From an optimization exercise on the open Yosys and OpenROAD flow, aimed at small area; shortcuts taken in it are not production practice. Power and IR drop assume default switching activity.

## xenon
==> flow/design.v <==
module FinalProject (input clk, rst, pwr, key0, key1, sw5, sw4, sw3, sw2, sw1, sw0, output [0:6] hex0, hex1, hex2, hex3, hex4, hex5, output reg preheated, output reg done);
	localparam [6:0] hex_1 = 7'b1001111;
	localparam [6:0] hex_2 = 7'b0010010;
	localparam [6:0] hex_3 = 7'b0000110;
	localparam [6:0] hex_4 = 7'b1001100;
	localparam [6:0] hex_5 = 7'b0100100;
	localparam [6:0] hex_6 = 7'b0100000;
	localparam [6:0] hex_7 = 7'b0001111;
	localparam [6:0] hex_8 = 7'b0000000;
	localparam [6:0] hex_9 = 7'b0000100;
	localparam [6:0] hex_0 = 7'b0000001;
	localparam [6:0] hex_blank = 7'b1111111;
	localparam [6:0] hex_dash = 7'b1111110;
	function [6:0] seg(input [3:0] d);
		case (d)
			4'd0: seg = hex_0;
			4'd1: seg = hex_1;
			4'd2: seg = hex_2;
			4'd3: seg = hex_3;
			4'd4: seg = hex_4;
			4'd5: seg = hex_5;
			4'd6: seg = hex_6;
			4'd7: seg = hex_7;
			4'd8: seg = hex_8;
			4'd9: seg = hex_9;
			4'd14: seg = hex_dash;
			default: seg = hex_blank;
		endcase
	endfunction
	function [6:0] b2d(input [5:0] x);
		reg [2:0] t;
		reg [3:0] o;
		begin
			t = (x >= 6'd50) ? 3'd5 : (x >= 6'd40) ? 3'd4 : (x >= 6'd30) ? 3'd3 :
			    (x >= 6'd20) ? 3'd2 : (x >= 6'd10) ? 3'd1 : 3'd0;
			o = x[3:0] - {t[2:0], 1'b0} - {t[0], 3'b000};
			b2d = {t, o};
		end
	endfunction
	reg [2:0] u, w;
	reg v;
	wire u4 = (u == 3'd4);
	wire temp_tick = u4 & ~v;
	wire time_tick = u4 & (w == 3'd4);
	always @(posedge clk) begin
		if (rst) begin
			u <= 0; v <= 0; w <= 0;
		end else begin
			u <= u4 ? 3'd0 : u + 3'd1;
			if (u4) begin
				v <= ~v;
				w <= (w == 3'd4) ? 3'd0 : w + 3'd1;
			end
		end
	end
	reg [5:0] wm;
	reg [3:0] wq;
	reg [2:0] ws;
	always @(posedge clk) begin
		if (rst) begin
			wm <= 0; wq <= 0; ws <= 0;
		end else if (time_tick) begin
			if (ws == 3'd4) begin
				ws <= 0;
				if (wq == 4'd11) begin
					wq <= 0;
					wm <= (wm == 6'd59) ? 6'd0 : wm + 6'd1;
				end else
					wq <= wq + 4'd1;
			end else
				ws <= ws + 3'd1;
		end
	end
	reg k0o, k1o, f0, f1;  
	always @(posedge clk) begin
		if (rst) begin
			k0o <= 1; k1o <= 1; f0 <= 0; f1 <= 0;
		end else begin
			k0o <= key0; k1o <= key1;
			f0 <= ~key0 & k0o;
			f1 <= ~key1 & k1o;
		end
	end
	wire kinc = f0 & ~f1;
	wire kdec = f1 & ~f0;
	wire both = ~key0 & ~key1;
	reg [6:0] tk;
	reg [4:0] cm;
	reg [3:0] cq;
	reg tdone, cdone;
	wire [5:0] swv = {sw5, sw4, sw3, sw2, sw1, sw0};
	reg [6:0] dT;
	reg [6:0] dC;  
	always @(*) begin
		case (swv)
			6'b000001: begin dT = 1;  dC = 1;  end
			6'b000010: begin dT = 2;  dC = 2;  end
			6'b000100: begin dT = 5;  dC = 6;  end
			6'b001000: begin dT = 10; dC = 12; end
			6'b010000: begin dT = 20; dC = 60; end
			default:   begin dT = 0;  dC = 0;  end
		endcase
	end
	wire [6:0] t0 = (tk == 7'd13) ? 7'd60 : tk;
	wire [7:0] tsum = t0 + dT;
	wire [7:0] tdif = t0 - dT;
	reg [6:0] tnext;
	always @(*) begin
		tnext = t0;
		if (kinc) tnext = (tsum >= 8'd100) ? 7'd100 : tsum[6:0];
		if (kdec) tnext = ({1'b0, t0} <= dT + 8'd13) ? 7'd13 : tdif[6:0];
	end
	wire cinc = ~cdone & kinc;
	wire cdn = cdone | kdec;
	wire [6:0] dCe = cdone ? 7'd1 : dC;
	reg [4:0] cmn;
	reg [3:0] cqn;
	reg [6:0] mt;
	reg [4:0] qt;
	always @(*) begin
		cmn = cm; cqn = cq; qt = cq; mt = cm;
		if (cinc) begin
			case (dCe)
				7'd1, 7'd2, 7'd6: begin
					qt = cq + dCe[3:0];
					if (qt >= 5'd12) begin qt = qt - 5'd12; mt = cm + 7'd1; end
					else mt = cm;
				end
				7'd12: begin qt = cq; mt = cm + 7'd1; end
				7'd60: begin qt = cq; mt = cm + 7'd5; end
				default: begin qt = cq; mt = cm; end
			endcase
			if (mt >= 7'd30) begin cmn = 5'd30; cqn = 4'd0; end
			else begin cmn = mt[4:0]; cqn = qt[3:0]; end
		end
		if (cdn) begin
			case (dCe)
				7'd1, 7'd2, 7'd6: begin
					qt = {1'b0, cq} - dCe[4:0];
					if (qt[4]) begin qt = qt + 5'd12; mt = {2'b0, cm} - 7'd1; end
					else mt = cm;
				end
				7'd12: begin qt = cq; mt = {2'b0, cm} - 7'd1; end
				7'd60: begin qt = cq; mt = {2'b0, cm} - 7'd5; end
				default: begin qt = cq; mt = cm; end
			endcase
			if (mt[6] | (mt == 0 && qt[3:0] == 0)) begin cmn = 0; cqn = 0; end
			else begin cmn = mt[4:0]; cqn = qt[3:0]; end
		end
	end
	wire czero = (cm == 0) && (cq == 0);
	always @(posedge clk) begin
		if (rst) begin
			tk <= 7'd13; cm <= 0; cq <= 0; tdone <= 0; cdone <= 0;
		end else if (~pwr) begin
			tk <= 7'd60; cm <= 0; cq <= 0; tdone <= 0; cdone <= 0;
		end else if (~both & ~tdone) begin
			tk <= tnext;
		end else begin
			tk <= t0;
			tdone <= 1;
			if (~cdone & (~both | czero)) begin
				cm <= cmn;
				cq <= cqn;
			end else begin
				cdone <= 1;
				if (cdec) begin
					cm <= cmn;
					cq <= cqn;
				end
			end
		end
	end
	reg [5:0] xg;
	reg [3:0] xo;
	wire [5:0] tj = tk[6:1];
	wire tf = tk[0];
	wire geq = (xg == tj);
	wire g1 = (xg + 6'd1 == tj);
	wire heat = (xg < tj) | (geq & tf & (xo < 4'd5));
	wire inband = tf ? (geq & (xo >= 4'd1) & (xo <= 4'd8))
	                 : ((geq & (xo <= 4'd3)) | (g1 & (xo >= 4'd6)));
	always @(posedge clk) begin
		if (rst) begin
			xg <= 6'd6; xo <= 4'd5; preheated <= 0;
		end else if (temp_tick) begin
			preheated <= tdone & inband;
			if (tdone) begin
				if (heat) begin
					if (xo >= 4'd8) begin xo <= xo - 4'd8; xg <= xg + 6'd1; end
					else xo <= xo + 4'd2;
				end else begin
					if (xo == 4'd0) begin xo <= 4'd9; xg <= xg - 6'd1; end
					else xo <= xo - 4'd1;
				end
			end
		end
	end
	reg [2:0] rs;
	wire run = preheated & cdone;
	wire rs4 = (rs == 3'd4);
	wire rs0 = (rs == 3'd0);
	wire cdec = run & time_tick & rs4;
	wire wrap = (wm + cm >= 7'd60) | ((wm + cm == 7'd59) & (wq + cq >= 5'd12));
	always @(posedge clk) begin
		if (rst | ~run) begin
			done <= 0;
			rs <= 0;
		end else begin
			if (rs0 & (czero | wrap)) done <= 1;
			if (time_tick) rs <= rs4 ? 3'd0 : rs + 3'd1;
		end
	end
	reg [5:0] cin;
	wire [2:0] ctens, xtens;
	wire [3:0] cones, xones;
	assign {ctens, cones} = b2d(cin);
	assign {xtens, xones} = b2d(xg);
	always @(*) begin
		if (~pwr) cin = wm;
		else if (~tdone | cdone) cin = tj;
		else cin = {1'b0, cm};
	end
	wire [3:0] wsec1 = wq[0] ? {1'b0, ws} + 4'd5 : {1'b0, ws};
	reg [3:0] d0, d1, d2, d3, d4, d5;
	always @(*) begin
		d0 = 4'd15; d1 = 4'd15; d2 = 4'd15; d3 = 4'd15; d4 = 4'd15; d5 = 4'd15;
		if (~pwr) begin
			d2 = 4'd14;
			d4 = {1'b0, ctens};
			d3 = cones;
			d1 = {1'b0, wq[3:1]};
			d0 = wsec1;
		end else if (~tdone) begin
			d2 = {1'b0, ctens};
			d1 = cones;
			d0 = tf ? 4'd5 : 4'd0;
		end else if (~cdone) begin
			d2 = 4'd14;
			d4 = {1'b0, ctens};
			d3 = cones;
			d1 = {1'b0, cq[3:1]};
			d0 = cq[0] ? 4'd5 : 4'd0;
		end else begin
			d5 = {1'b0, ctens};
			d4 = cones;
			d3 = tf ? 4'd5 : 4'd0;
			d2 = {1'b0, xtens};
			d1 = xones;
			d0 = xo;
		end
	end
	assign hex0 = seg(d0);
	assign hex1 = seg(d1);
	assign hex2 = seg(d2);
	assign hex3 = seg(d3);
	assign hex4 = seg(d4);
	assign hex5 = seg(d5);
endmodule
export LEC_CHECK = 0
export ABC_AREA = 1
export CAP_MARGIN = 20
export CORE_MARGIN = 2
export CORE_UTILIZATION = 60
export CTS_BUF_LIST = sky130_fd_sc_hd__clkbuf_4 sky130_fd_sc_hd__clkbuf_2
export PLACE_DENSITY = 0.7
export SLEW_MARGIN = 20
create_clock -name core_clock -period 200.0 [get_ports {clk}]
standard.sh (not shown) runs the stock make flow with config.mk's settings and CLKGATE_MAP_FILE= SYNTH_SCRIPT=/design/flow/synth_recipe.tcl, a recipe that flattens the netlist after the stock synthesis.
==> flow/flow/run.sh <==
#!/bin/bash
# Own layout flow: the standard flow (standard.sh) with an area-oriented synthesis
# script (flow/my_synth.tcl) and the smallest buffer for the port buffers.
set -euo pipefail
W=$(pwd)
VARS=(SYNTH_SCRIPT="$W/flow/my_synth.tcl" BUFFER_PORTS_ARGS="-buffer_cell sky130_fd_sc_hd__buf_1" "CTS_ARGS=-sink_clustering_enable -repair_clock_nets -dont_use_dummy_load -buf_list sky130_fd_sc_hd__clkbuf_4 sky130_fd_sc_hd__clkbuf_8")
bash standard.sh "${VARS[@]}" synth > "$W/synth.log" 2>&1
bash standard.sh "${VARS[@]}" finish > "$W/layout.log" 2>&1
==> flow/flow/abc_area.script <==
strash
&get -n
&deepsyn -T 30
&put
strash
&get -n
&dch -f
&nf -R 1000 -p
&put
topo
stime -c
==> flow/flow/my_synth.tcl <==
# The standard synthesis (synth_recipe.tcl, sourced unchanged below) with two changes:
# ABC runs the area script beside this file, and full/half-adder extraction is skipped so
# that ABC sees all of the logic. Registers are inferred and mapped exactly as standard.
set my_dir [file dirname [file normalize [info script]]]
proc abc {args} {
  set i [lsearch -exact $args -script]
  if {$i >= 0} { set args [lreplace $args [expr {$i+1}] [expr {$i+1}] $::my_dir/abc_area.script] }
  yosys abc {*}$args
}
proc extract_fa {args} { puts "skipping extract_fa" }
source [file dirname $my_dir]/synth_recipe.tcl
Seen in the log of xenon: STA-0564 during 4_1_cts, after which the run never completed.
[inputs] harbor vs xenon
==> flow/flow/run.sh <==
#!/bin/bash
# Own layout flow: the standard flow (standard.sh) with an area-oriented synthesis
# script (flow/my_synth.tcl) and the smallest buffer for the port buffers.
set -euo pipefail
W=$(pwd)
VARS=(SYNTH_SCRIPT="$W/flow/my_synth.tcl" BUFFER_PORTS_ARGS="-buffer_cell sky130_fd_sc_hd__buf_1")
bash standard.sh "${VARS[@]}" synth > "$W/synth.log" 2>&1
bash standard.sh "${VARS[@]}" finish > "$W/layout.log" 2>&1
Findings:
harbor completed; timing, DRC and antenna clean
xenon terminated abnormally: 4_1_cts reported STA-0564.
The synthesized area of xenon and that of harbor are within noise of each other.
harbor against xenon: synthesized-area fraction occupied by xor and xnor cells did not really move, HPWL after detailed placement did not really move, flip-flop and latch count after synthesis did not really move, post-synth net total did not really move.
Compared with xenon, in harbor post-placement cell count now sits at about the same level; worst setup slack after placement saw little to no change; number of synthesized flops with an enable pin about even; register area share after synthesis ~0 delta.
The inputs of willow differ from those of harbor as listed below.
--- a/flow/flow/run.sh
+++ b/flow/flow/run.sh
@@ -5,3 +5,3 @@
 W=$(pwd)
-VARS=(SYNTH_SCRIPT="$W/flow/my_synth.tcl" BUFFER_PORTS_ARGS="-buffer_cell sky130_fd_sc_hd__buf_1")
+VARS=(SYNTH_SCRIPT="$W/flow/my_synth.tcl" BUFFER_PORTS_ARGS="-buffer_cell sky130_fd_sc_hd__buf_1" "CTS_ARGS=-repair_clock_nets -dont_use_dummy_load -buf_list sky130_fd_sc_hd__clkbuf_16")
 bash standard.sh "${VARS[@]}" synth > "$W/synth.log" 2>&1
--- outcome ---
[compare] base=harbor new=willow: routed wire length comparable, power per cell area now larger, final design area excluding fillers now larger, total met2 wirelength after detailed routing comparable.
> inputs changed (willow -> zinc)
--- a/flow/flow/run.sh
+++ b/flow/flow/run.sh
@@ -5,3 +5,3 @@
 W=$(pwd)
-VARS=(SYNTH_SCRIPT="$W/flow/my_synth.tcl" BUFFER_PORTS_ARGS="-buffer_cell sky130_fd_sc_hd__buf_1" "CTS_ARGS=-repair_clock_nets -dont_use_dummy_load -buf_list sky130_fd_sc_hd__clkbuf_16")
+VARS=(SYNTH_SCRIPT="$W/flow/my_synth.tcl" BUFFER_PORTS_ARGS="-buffer_cell sky130_fd_sc_hd__buf_1" "CTS_ARGS=-sink_clustering_enable -sink_clustering_size 30 -sink_clustering_max_diameter 500 -repair_clock_nets -dont_use_dummy_load -buf_list {sky130_fd_sc_hd__clkbuf_4}")
 bash standard.sh "${VARS[@]}" synth > "$W/synth.log" 2>&1
Findings:
Comparing willow and zinc, the higher areal power density over the cells was measured on willow.
From willow to zinc the numbers moved as follows: fill cell instance count of the final layout saw an increase, maximum frequency saw little to no change, met1 wire length saw a decrease.
When zinc is set beside willow, its part of the total power dissipated in sequential elements turns out to be 10 points larger.
[zinc vs willow] clock period minus final worst setup slack: higher in zinc
On signal arrival time at the worst endpoint: zinc sits above willow.
Per the comparison of zinc with willow, aggregate routed wire length has decreased, summed area of non-filler cells in the final layout fell by 3.2%.
No run of this note included a check of the RTL's function; only the layout flow was run.

re-timing with driven ports:
How much do the figures lean on ideal ports? The routed layouts below were timed once more, with nothing changed but the port constraints. Step 1: set_driving_cell puts a clkbuf_16 on clk and a buf_2 on each other input, an assumption about the parent block. Step 2 times the ports against the registers' clock, not the clock port: input delays grow and output delays shrink by t, the midpoint of the rising clock arrivals with the driver on. a / b / c = ideal ports / drivers / drivers and shift; a / b = the first two.
| run | t (ns) | setup WS [ns] | worst setup path at the end | clock arrival spread, ns | worst register clock-pin slew, ns |
|---|---|---|---|---|---|
| harbor | 0.439 | 115.085 / 115.062 / 115.062 | input to output | 0.016 / 0.016 | 0.12 / 0.12 |
| willow | 0.355 | 115.106 / 115.084 / 115.084 | input to output | 0.020 / 0.020 | 0.06 / 0.06 |
| zinc | 0.422 | 115.085 / 115.063 / 115.063 | input to output | 0.045 / 0.045 | 0.12 / 0.12 |
After both steps every run listed still meets setup and hold. For harbor, which loses most, drivers alone change the setup slack by -0.023 ns; drivers and shift together by -0.023 ns.
